Background: an optimization exercise with open tools, aiming at small area. Do not read the settings as production practice. At most, simulation tests tie the RTL to the original design; equivalence was not proved. The clock input has no modelled driver; a real chip could not lean on it and would need a root buffer or a full tree. No activity file was given, so power comes from the tool's default toggle rates.

Setup of build 48:
Design top, start of the top module:
module top (
    input clk,
    input rst_n,
    input usart_rxp,
    output [5:0] led
);
For scale: roughly 74 cells after synthesis, roughly 27 flip-flops, ~9 I/O pins.
Settings: LEC_CHECK=0, ABC_CLOCK_PERIOD_IN_PS=10000, CAP_MARGIN=0, CORE_MARGIN=2, CORE_UTILIZATION=20, SLEW_MARGIN=0; clock period 10.0 ns.
standard.sh (not shown) runs the stock make flow with config.mk's settings and CLKGATE_MAP_FILE= SYNTH_SCRIPT=/design/flow/synth_recipe.tcl, a recipe that flattens the netlist after the stock synthesis.
==> flow/flow/run.sh <==
#!/bin/bash
# Own layout flow: the standard flow (standard.sh) with these changes.
#  - synthesis is the standard synthesis (synth_recipe.tcl, same registers)
#    except that ABC maps the logic with an area-oriented script
#    (flow/abc_area.script, used through ABC_AREA=1 and a copy of ORFS's
#    scripts folder that differs only in that file);
#  - ports are buffered with the smallest buffer (buf_1);
#  - after placement every combinational cell is swapped for the smallest
#    cell of the same function (the design has ample slack at 10 ns);
#  - the clock tree is collapsed to one clock buffer that drives every
#    register, the smallest clkbuf that keeps their clock slew low.
set -euo pipefail
export BUFFER_PORTS_ARGS="-buffer_cell sky130_fd_sc_hd__buf_1"
export CTS_ARGS="-sink_clustering_enable -repair_clock_nets -buf_list sky130_fd_sc_hd__clkbuf_8 -dont_use_dummy_load"
R=orfs/results/sky130hd/top/base
rm -rf scripts_abc
cp -r "$FLOW_HOME/scripts" scripts_abc
cp flow/abc_area.script scripts_abc/abc_area.script
sed "s|\"\${@:-finish}\"|SCRIPTS_DIR=$PWD/scripts_abc ABC_AREA=1 \"\${@:-finish}\"|" standard.sh > synth.sh
bash synth.sh synth > synth.log 2>&1
bash standard.sh floorplan place > std_place.log 2>&1
ODB_IN=$R/3_place.odb SDC_IN=$R/3_place.sdc openroad -no_init -exit flow/downsize.tcl > downsize.log 2>&1
bash standard.sh cts > std_cts.log 2>&1
ODB_IN=$R/4_cts.odb SDC_IN=$R/4_cts.sdc CLK_SLEW_TARGET=${CLK_SLEW_TARGET:-0.105} openroad -no_init -exit flow/clock.tcl > clock.log 2>&1
bash standard.sh > std_finish.log 2>&1
==> flow/flow/abc_area.script <==
strash
dc2
dch -f
amap
mfs2 -a
strash
dch -f
amap
Other scripts of this flow, unchanged in this note and not shown: flow/flow/clock.tcl, flow/flow/downsize.tcl
Build 48: no failed stages, no open violations at the end
--- input diff build 48..build 10 ---
Settings: a change of CAP_MARGIN from 0 to 20; a change of SLEW_MARGIN from 0 to 20.
Notes after the runs:
Build 10 ended with every stage complete and zero timing, DRC or antenna violations.
Build 10: layout overhead on the synthesized area 0.89 points above build 48
Build 10 reports its cell type of the slowest stage on the worst timing path as o21ai_0 while build 48 reports o41ai_1.
Clock-pin slew reported for the worst setup and hold paths after clock tree synthesis across build 48 and build 10: no real change.
Build 10 -> build 48: adder-cell share of the synthesized area delta 0, exact match
The largest clock skew in the final design was comparable across build 48 and build 10.
In terms of via count, build 48 and build 10 differ only marginally.
Clock latency of the later-clocked register in the worst-skew pair essentially unchanged between build 48 and build 10.
Routed length on met2: higher on build 10
Build 48 → build 10: minimum setup slack among reg-to-reg paths has increased, summed area of non-filler cells in the final layout has increased, maximum frequency has increased, multi-input combinational area share has increased.
[inputs] build 32 vs build 10
==> flow/flow/abc_area.script <==
strash
dc2
dch -f
amap
[summary]
- Build 32 against build 10: total nets after synthesis now smaller, slew at the pin closest to its max-slew limit shrank by 13 ps, number of cells in the design after placement moved down, starting utilization of the core area shows an increase of 0.19 points, relative area change from synthesis to final layout decreased by 1.1 points relative to the old numbers.
- The flow did not stop early for build 32: all stages ran, and the layout cleared the timing, design-rule and antenna checks.
- Between build 10 and build 32, die height increased.
- Compared with build 10, in build 32 number of flip-flops and latches in the synthesized netlist flat, synthesized cell count down 5, total wire length after detailed routing down 2.3%.

---

Setup of v45:
Another version of the RTL of top (not shown whole).
For scale: about 72 cells after synthesis, about 27 flip-flops, ~9 I/O pins.
==> flow/config.mk <==
export PLATFORM = sky130hd
export DESIGN_NAME = top
export DESIGN_NICKNAME = top
export VERILOG_FILES = /design/flow/design.v
export SDC_FILE = /design/flow/constraint.sdc
export NUM_CORES = 4
export LEC_CHECK = 0
export ABC_CLOCK_PERIOD_IN_PS = 10000
export CAP_MARGIN = 20
export CORE_MARGIN = 2
export CORE_UTILIZATION = 40
export SLEW_MARGIN = 20
==> flow/constraint.sdc <==
create_clock -name core_clock -period 10.0 [get_ports {clk}]
set_input_delay 2.0000 -clock core_clock [delete_from_list [all_inputs] [get_ports {clk}]]
set_output_delay 2.0000 -clock core_clock [all_outputs]
set_load 0.01 [all_outputs]
Scripts as last shown in full above: flow/flow/run.sh
Other scripts of this flow, unchanged in this note and not shown: flow/flow/abc_area.script, flow/flow/clock.tcl, flow/flow/downsize.tcl
Edits applied to the flow inputs when going from v45 to v23:
- a change of CORE_UTILIZATION from 40 to 20
## What came out
- Diff v45..v23 | number of sequential cells | negligible
- Between v23 and v45, it is v23 whose worst hold margin is higher, by 0.0041 ns.
- Summary of the comparison: area added between synthesis and finish is higher in v23, relative to v45.
- Of v45 and v23, v23 shows the lower fraction of power consumed by the clock network, with v45 above it.
- Global-route wire length before repair: v23 worse than v45
- In v23 relative to v45, number of vias in the routed layout had gone down slightly.
- Measured against each other, v45 and v23 differ in width of the die, the higher figure coming from v23.
- v23 vs. v45: pre-CTS worst setup slack saw a decrease, routed wire length saw an increase, total power saw little to no change, total number of tap cells saw an increase.
What v15 does differently from v23 at the input level:
- PLACE_DENSITY now 0.7, previously not set
[summary]
Diff v15..v23 | largest fanout on the critical path | unchanged. Delta(sum of met2 wire segment lengths after detailed routing, v15 - v23) < 0. Clock skew delta (v15 − v23): favourable. Relative to v23, v15 improves worst max-slew margin expressed relative to the limit. Any difference in critical path data required time between v15 and v23 is small enough to ignore. Per the comparison of v15 with v23, synthesized netlist net count has remained practically unchanged; worst hold slack has decreased; total power has remained practically unchanged; combinational cell fraction of total power has remained practically unchanged; relative contribution of the clock network to total power has decreased. ~same met3 capacity usage during global routing in v23 and v15.

---

top, a different RTL version from the one above (not shown whole).
For scale: ~93 cells after synthesis, about 26 flip-flops, roughly 9 I/O pins, ~1000 um2 of cells after synthesis.
Settings: LEC_CHECK=0, ABC_CLOCK_PERIOD_IN_PS=10000, CAP_MARGIN=20, CORE_MARGIN=2, CORE_UTILIZATION=40, CTS_BUF_LIST=sky130_fd_sc_hd__clkbuf_8, CTS_CLUSTER_DIAMETER=100, CTS_CLUSTER_SIZE=30, SLEW_MARGIN=20; clock period 10.0 ns.
run.sh (not shown) runs the stock make flow with config.mk's settings and CLKGATE_MAP_FILE= SYNTH_SCRIPT=/design/flow/synth_recipe.tcl, a recipe that flattens the netlist after the stock synthesis.
Stock flow here: none of the scripts above is used.
The baseline finished with timing, DRC and antenna clean.
Rerun with:
==> flow/flow/run.sh (new file) <==
#!/bin/bash
# Own layout flow: the standard flow with three changes.
#  - ports are buffered with the smallest buffer (buf_1);
#  - clock tree: one cluster of clkbuf_8, no dummy loads;
#  - after placement every combinational cell is swapped for the smallest
#    cell of the same function (the design has ample slack at 10 ns).
set -euo pipefail
export BUFFER_PORTS_ARGS="-buffer_cell sky130_fd_sc_hd__buf_1"
export CTS_ARGS="-sink_clustering_enable -repair_clock_nets -buf_list sky130_fd_sc_hd__clkbuf_8 -dont_use_dummy_load -sink_clustering_size 50 -sink_clustering_max_diameter 300"
bash standard.sh synth floorplan place > std_place.log 2>&1
R=orfs/results/sky130hd/top/base
ODB_IN=$R/3_place.odb SDC_IN=$R/3_place.sdc openroad -no_init -exit flow/downsize.tcl > downsize.log 2>&1
bash standard.sh > std_finish.log 2>&1
==> flow/flow/downsize.tcl (new file) <==
# Swap every combinational cell of the placed design for the smallest cell of
# the same function (same name but drive suffix), then legalise the placement.
set p $::env(FLOW_HOME)/platforms/sky130hd
read_lef $p/lef/sky130_fd_sc_hd.tlef
read_lef $p/lef/sky130_fd_sc_hd_merged.lef
read_liberty $p/lib/sky130_fd_sc_hd__tt_025C_1v80.lib
read_db $::env(ODB_IN)
read_sdc $::env(SDC_IN)
set db [ord::get_db]
set masters {}
foreach lib [$db getLibs] {
  foreach m [$lib getMasters] { dict set masters [$m getName] $m }
}
set n 0
foreach inst [[ord::get_db_block] getInsts] {
  set m [$inst getMaster]
  set name [$m getName]
  if {![regexp {^(sky130_fd_sc_hd__[a-z0-9]+)_([0-9]+)$} $name -> base drv]} continue
  if {[regexp {df|edf|sdf|dl|tap|fill|decap|conb|clkbuf|clkinv|dly} $base]} continue
  set best $name
  set ba [expr {[$m getWidth]*[$m getHeight]}]
  foreach d {0 1 2} {
    set c ${base}_$d
    if {![dict exists $masters $c]} continue
    set cm [dict get $masters $c]
    set a [expr {[$cm getWidth]*[$cm getHeight]}]
    if {$a < $ba} { set best $c; set ba $a }
  }
  if {$best ne $name} {
    puts "resize [$inst getName] $name -> $best"
    replace_cell [$inst getName] $best
    incr n
  }
}
puts "downsized $n cells"
detailed_placement
check_placement -verbose
write_db $::env(ODB_IN)
==> flow/standard.sh (new file) <==
#!/bin/bash
# synth_recipe.tcl (not shown) runs the flow's synth.tcl, then flattens the netlist and writes it again
# the make line also repeats each setting of config.mk as NAME=value (left out here)
make -C /OpenROAD-flow-scripts/flow DESIGN_CONFIG=/design/flow/config.mk WORK_HOME=/design/flow/orfs CLKGATE_MAP_FILE= SYNTH_SCRIPT=/design/flow/synth_recipe.tcl "${@:-finish}"
- CTS_BUF_LIST: sky130_fd_sc_hd__clkbuf_8 -> not set
- CTS_CLUSTER_DIAMETER: 100 -> not set
- CTS_CLUSTER_SIZE: 30 -> not set
removed: flow/run.sh
Result: Count of clock-buffer cells in the layout is unchanged; combinational power came out lower by about 10%; setup slack gets better by 0.37 ns; sequential share of layout area climbs by 4.7 points; sequential power barely changes; sequential cell count does not change.
Rerun with:
==> flow/flow/run.sh (replaced) <==
#!/bin/bash
# Own layout flow: the standard flow (standard.sh) with these changes.
#  - ports are buffered with the smallest buffer (buf_1);
#  - after placement every combinational cell is swapped for the smallest
#    cell of the same function (the design has ample slack at 10 ns);
#  - the clock tree is collapsed to one clkbuf_16 that drives every register.
set -euo pipefail
export BUFFER_PORTS_ARGS="-buffer_cell sky130_fd_sc_hd__buf_1"
export CTS_ARGS="-sink_clustering_enable -repair_clock_nets -buf_list sky130_fd_sc_hd__clkbuf_8 -dont_use_dummy_load"
R=orfs/results/sky130hd/top/base
bash standard.sh synth floorplan place > std_place.log 2>&1
ODB_IN=$R/3_place.odb SDC_IN=$R/3_place.sdc openroad -no_init -exit flow/downsize.tcl > downsize.log 2>&1
bash standard.sh cts > std_cts.log 2>&1
ODB_IN=$R/4_cts.odb SDC_IN=$R/4_cts.sdc openroad -no_init -exit flow/clock.tcl > clock.log 2>&1
bash standard.sh > std_finish.log 2>&1
==> flow/flow/clock.tcl (new file) <==
# Collapse the clock tree that CTS built to its root buffer, sized up to
# clkbuf_16: every leaf buffer is removed and its sinks move to the root's
# net, so all registers get the clock from one buffer (no skew between them).
set p $::env(FLOW_HOME)/platforms/sky130hd
read_lef $p/lef/sky130_fd_sc_hd.tlef
read_lef $p/lef/sky130_fd_sc_hd_merged.lef
read_liberty $p/lib/sky130_fd_sc_hd__tt_025C_1v80.lib
read_db $::env(ODB_IN)
read_sdc $::env(SDC_IN)
source $p/setRC.tcl
set block [ord::get_db_block]
set root [$block findInst clkbuf_0_clk]
set rootnet [[$root findITerm X] getNet]
foreach inst [$block getInsts] {
  set n [$inst getName]
  if {$n eq "clkbuf_0_clk" || ![string match clkbuf_* $n]} continue
  set onet [[$inst findITerm X] getNet]
  foreach it [$onet getITerms] {
    if {[$it isOutputSignal]} continue
    $it disconnect
    $it connect $rootnet
  }
  [$inst findITerm A] disconnect
  [$inst findITerm X] disconnect
  odb::dbInst_destroy $inst
  odb::dbNet_destroy $onet
}
replace_cell clkbuf_0_clk sky130_fd_sc_hd__clkbuf_16
detailed_placement
check_placement -verbose
estimate_parasitics -placement
report_clock_skew
report_worst_slack -max
report_worst_slack -min
write_db $::env(ODB_IN)
The new run finished with timing, DRC and antenna clean.
Design area came out lower by about 1.5%.
Sequential power barely changes.
Die area does not change.
Synthesized cell count does not change.
Maximum frequency came out higher by 3.1%.
Routed wire length came out lower by 1.0%.
Area after synthesis is unchanged.
No run of this note included a check of the RTL's function; only the layout flow was run.

==> re-timing with driven ports <==
How much do the figures lean on ideal ports? The routed layouts below were timed once more, with nothing changed but the port constraints. Step 1 sets driving cells, clkbuf_16 on the clock port and buf_2 on the other inputs (assumed; they add their load-dependent delay and slew). Step 2 times the ports against the registers' clock, not the clock port: input delays grow and output delays shrink by t, the midpoint of the rising clock arrivals with the driver on. a / b / c = no drivers / after step 1 / after step 2; a / b = the first two.
run	t, ns	slack for setup (ns)	worst register clock-pin slew, ns	worst data-port slew with drivers (ns)	cell pins on the clock port's net
build 48	0.179	6.975 / 6.975 / 6.975	0.09 / 0.09	0.03	1
build 10	0.182	7.268 / 7.268 / 7.169	0.10 / 0.10	0.03	1
build 32	0.186	7.182 / 7.182 / 7.121	0.10 / 0.10	0.03	1
v45	0.185	7.273 / 7.277 / 7.092	0.10 / 0.10	0.03	1
v23	0.185	7.240 / 7.246 / 7.060	0.10 / 0.10	0.03	1
v15	0.183	7.233 / 7.236 / 7.053	0.09 / 0.09	0.03	1
the first run of note 3	0.285	6.861 / 6.840 / 6.766	0.09 / 0.09	0.03	1
the second run of note 3	0.285	7.236 / 7.213 / 7.124	0.09 / 0.09	0.03	1
the third run of note 3	0.181	7.318 / 7.320 / 7.140	0.09 / 0.09	0.03	1
After both steps setup and hold are still met in every run listed. For v45, which loses most, drivers alone change the setup slack by +0.004 ns; drivers and shift together by -0.181 ns.
